What follows belongs to an exercise in optimizing a design on an open flow for small area, a short achievable clock period and few clock cycles per item; a production flow would make more cautious choices. The RTL was checked by simulation tests, not by an equivalence proof against the original design. Power is estimated from default activity; no workload was simulated.

==> inputs of v11 <==
## top_module
module top_module(clk, reset, INIT, READY, DONE,
                  input_ram_en, input_ram_addr, input_ram_data,
                  filter_rom_en, filter_rom_addr, filter_rom_data,
                  conv_valid, conv_out);
export LEC_CHECK = 0
export CAP_MARGIN = 20
export CORE_MARGIN = 2
export CORE_UTILIZATION = 55
export PLACE_DENSITY = 0.75
export SETUP_SLACK_MARGIN = 3.5
export SLEW_MARGIN = 20
export SYNTH_HIERARCHICAL = 1
export SYNTH_MINIMUM_KEEP_SIZE = 0
create_clock -name core_clock -period 6.0 [get_ports {clk}]
standard.sh (not shown) runs the stock make flow with config.mk's settings and CLKGATE_MAP_FILE= SYNTH_SCRIPT=/design/flow/synth_recipe.tcl, a recipe that flattens the netlist after the stock synthesis.
==> flow/flow/run.sh <==
#!/bin/bash
# Layout flow: the standard ORFS flow (standard.sh), with these changes:
#  - port buffers: at the start of global placement, flow/pre_gpl.tcl removes the
#    synthesis buffers (as the standard flow does there) and puts a
#    sky130_fd_sc_hd__buf_2 on every input port and a sky130_fd_sc_hd__buf_1 on every
#    output port, in place of the standard buffer_ports call; they are kept through
#    the step's own remove_buffers and released for timing repair by
#    flow/post_gpl.tcl;
#  - clock tree synthesis arguments: -sink_clustering_enable -repair_clock_nets -dont_use_dummy_load -buf_list sky130_fd_sc_hd__clkbuf_8 -sink_clustering_size 15 -sink_clustering_max_diameter 60
# The whole make output goes to flow_make.log in the work folder; ORFS also keeps
# each step's own log under orfs/logs/.
set -euo pipefail
export CTS_ARGS="-sink_clustering_enable -repair_clock_nets -dont_use_dummy_load -buf_list sky130_fd_sc_hd__clkbuf_8 -sink_clustering_size 15 -sink_clustering_max_diameter 60"
bash standard.sh "DONT_BUFFER_PORTS=1" "PRE_GLOBAL_PLACE_TCL=$PWD/flow/pre_gpl.tcl" "POST_GLOBAL_PLACE_TCL=$PWD/flow/post_gpl.tcl" "CTS_ARGS=$CTS_ARGS" finish > flow_make.log 2>&1
==> flow/flow/post_gpl.tcl <==
# Let timing repair resize the port buffers again.
unset_dont_touch [get_cells {input* output*}]
==> flow/flow/pre_gpl.tcl <==
# Buffer every input and output port (the standard flow's buffer_ports, with chosen cells).
remove_buffers
buffer_ports -inputs -buffer_cell sky130_fd_sc_hd__buf_2
buffer_ports -outputs -buffer_cell sky130_fd_sc_hd__buf_1
set_dont_touch [get_cells {input* output*}]
puts "port buffers: [llength [get_cells {input* output*}]]"
==> v33 (differences from v11) <==
--- a/flow/flow/run.sh
+++ b/flow/flow/run.sh
@@ -2,7 +2,7 @@
 # Layout flow: the standard ORFS flow (standard.sh), with these changes:
 #  - port buffers: at the start of global placement, flow/pre_gpl.tcl removes the
 #    synthesis buffers (as the standard flow does there) and puts a
-#    sky130_fd_sc_hd__buf_2 on every input port and a sky130_fd_sc_hd__buf_1 on every
+#    sky130_fd_sc_hd__buf_4 on every input port and a sky130_fd_sc_hd__buf_1 on every
 #    output port, in place of the standard buffer_ports call; they are kept through
 #    the step's own remove_buffers and released for timing repair by
 #    flow/post_gpl.tcl;
==> flow/flow/pre_gpl.tcl (replaced) <==
# Buffer every input and output port (the standard flow's buffer_ports, with chosen cells).
remove_buffers
buffer_ports -inputs -buffer_cell sky130_fd_sc_hd__buf_4
buffer_ports -outputs -buffer_cell sky130_fd_sc_hd__buf_1
set_dont_touch [get_cells {input* output*}]
puts "port buffers: [llength [get_cells {input* output*}]]"
--- a/flow/config.mk
+++ b/flow/config.mk
@@ -7,8 +7,8 @@
 export LEC_CHECK = 0
 export CAP_MARGIN = 20
 export CORE_MARGIN = 2
-export CORE_UTILIZATION = 55
-export PLACE_DENSITY = 0.75
+export CORE_UTILIZATION = 60
+export PLACE_DENSITY = 0.8
 export SETUP_SLACK_MARGIN = 3.5
 export SLEW_MARGIN = 20
 export SYNTH_HIERARCHICAL = 1
==> v21 (differences from v11) <==
--- a/flow/flow/run.sh
+++ b/flow/flow/run.sh
@@ -2,7 +2,7 @@
 # Layout flow: the standard ORFS flow (standard.sh), with these changes:
 #  - port buffers: at the start of global placement, flow/pre_gpl.tcl removes the
 #    synthesis buffers (as the standard flow does there) and puts a
-#    sky130_fd_sc_hd__buf_2 on every input port and a sky130_fd_sc_hd__buf_1 on every
+#    sky130_fd_sc_hd__buf_1 on every input port and a sky130_fd_sc_hd__buf_1 on every
 #    output port, in place of the standard buffer_ports call; they are kept through
 #    the step's own remove_buffers and released for timing repair by
 #    flow/post_gpl.tcl;
==> flow/flow/pre_gpl.tcl (replaced) <==
# Buffer every input and output port (the standard flow's buffer_ports, with chosen cells).
remove_buffers
buffer_ports -inputs -buffer_cell sky130_fd_sc_hd__buf_1
buffer_ports -outputs -buffer_cell sky130_fd_sc_hd__buf_1
set_dont_touch [get_cells {input* output*}]
puts "port buffers: [llength [get_cells {input* output*}]]"
==> report_table.html <==
<table>
<tr><th>Metric</th><th>Value</th></tr>
<tr><th colspan="2">Worst hold path</th></tr>
<tr><td>Worst-case hold path end point</td><td>k3_1784$_DFF_P_</td></tr>
<tr><th colspan="2">Floorplan</th></tr>
<tr><td>Die Width</td><td>190.7 µm</td></tr>
<tr><td>Die Outline Area</td><td>between 0.03 and 0.04 mm²</td></tr>
<tr><th colspan="2">Global route</th></tr>
<tr><td>Via count of the first global-routing pass</td><td>14959</td></tr>
<tr><th colspan="2">Outcome</th></tr>
<tr><td>Status</td><td>no timing/DRC/antenna violations</td></tr>
<tr><th colspan="2">Cells and area</th></tr>
<tr><td>Synthesis-to-layout area growth</td><td>12.42%</td></tr>
<tr><td>Fraction of layout cells with a size suffix above 1</td><td>24.51%</td></tr>
<tr><th colspan="2">Power</th></tr>
<tr><td>Sequential share of power</td><td>about a third</td></tr>
</table>
[end of results for v33]
==> report_table.html <==
<table>
<tr><th>Metric</th><th>Value</th></tr>
<tr><th colspan="2">Cells and area</th></tr>
<tr><td>Fraction of layout cells with a size suffix above 1</td><td>about a quarter</td></tr>
<tr><td>Synthesis-to-layout area growth</td><td>11.33%</td></tr>
<tr><th colspan="2">Outcome</th></tr>
<tr><td>Status</td><td>no timing/DRC/antenna violations</td></tr>
<tr><th colspan="2">Floorplan</th></tr>
<tr><td>Die Outline Area</td><td>0.03960 mm²</td></tr>
</table>
[end of results for v11]
==> report_table.html <==
<table>
<tr><th>Metric</th><th>Value</th></tr>
<tr><th colspan="2">Worst hold path</th></tr>
<tr><td>Worst-case hold path end point</td><td>k2_1636$_DFF_P_</td></tr>
<tr><th colspan="2">Floorplan</th></tr>
<tr><td>Die Width</td><td>199 µm</td></tr>
<tr><th colspan="2">Cells and area</th></tr>
<tr><td>Fraction of layout cells with a size suffix above 1</td><td>between 20% and 30%</td></tr>
<tr><th colspan="2">Global route</th></tr>
<tr><td>Via count of the first global-routing pass</td><td>14625</td></tr>
<tr><th colspan="2">Power</th></tr>
<tr><td>Sequential share of power</td><td>32.1%</td></tr>
<tr><th colspan="2">Outcome</th></tr>
<tr><td>Status</td><td>no timing/DRC/antenna violations</td></tr>
</table>
[end of results for v21]
Testbench counts of v11, summed over its fixed seeds: cycles 8,320, items 4,112.
Testbench counts of v33, summed over its fixed seeds: cycles 8,320, items 4,112.
Testbench counts of v21, summed over its fixed seeds: cycles 8,320, items 4,112.

==> what the ideal ports hide <==
In the flow no input, the clock included, has a driving cell. The finished layouts below were timed again as built, in two steps.
Step 1 assumes that a clkbuf_16 drives the clock port and a buf_2 every other input.
Step 2 adds t to the input delays and takes it off the output delays; t is the mean of the earliest and latest rising clock arrival at the registers after step 1. Input paths then give back, and output paths get back, about the clock's delay inside the block.
a / b / c = ideal / step 1 / step 2; a / b = the first two.
| run | t (ns) | slack for setup (ns) | slew at the worst register clock pin (ns) | worst slew at a driven data input, ns |
|---|---|---|---|---|
| v11 | 0.581 | 3.509 / 3.536 / 2.955 | 0.10 / 0.10 | 0.04 |
| v33 | 0.599 | 3.522 / 3.522 / 3.004 | 0.10 / 0.10 | 0.05 |
| v21 | 0.588 | 3.467 / 3.489 / 2.901 | 0.09 / 0.09 | 0.09 |
After both steps setup and hold are still met in every run listed. The setup slack of v21, which loses most, moves by +0.022 ns with the drivers and by -0.566 ns with both steps.
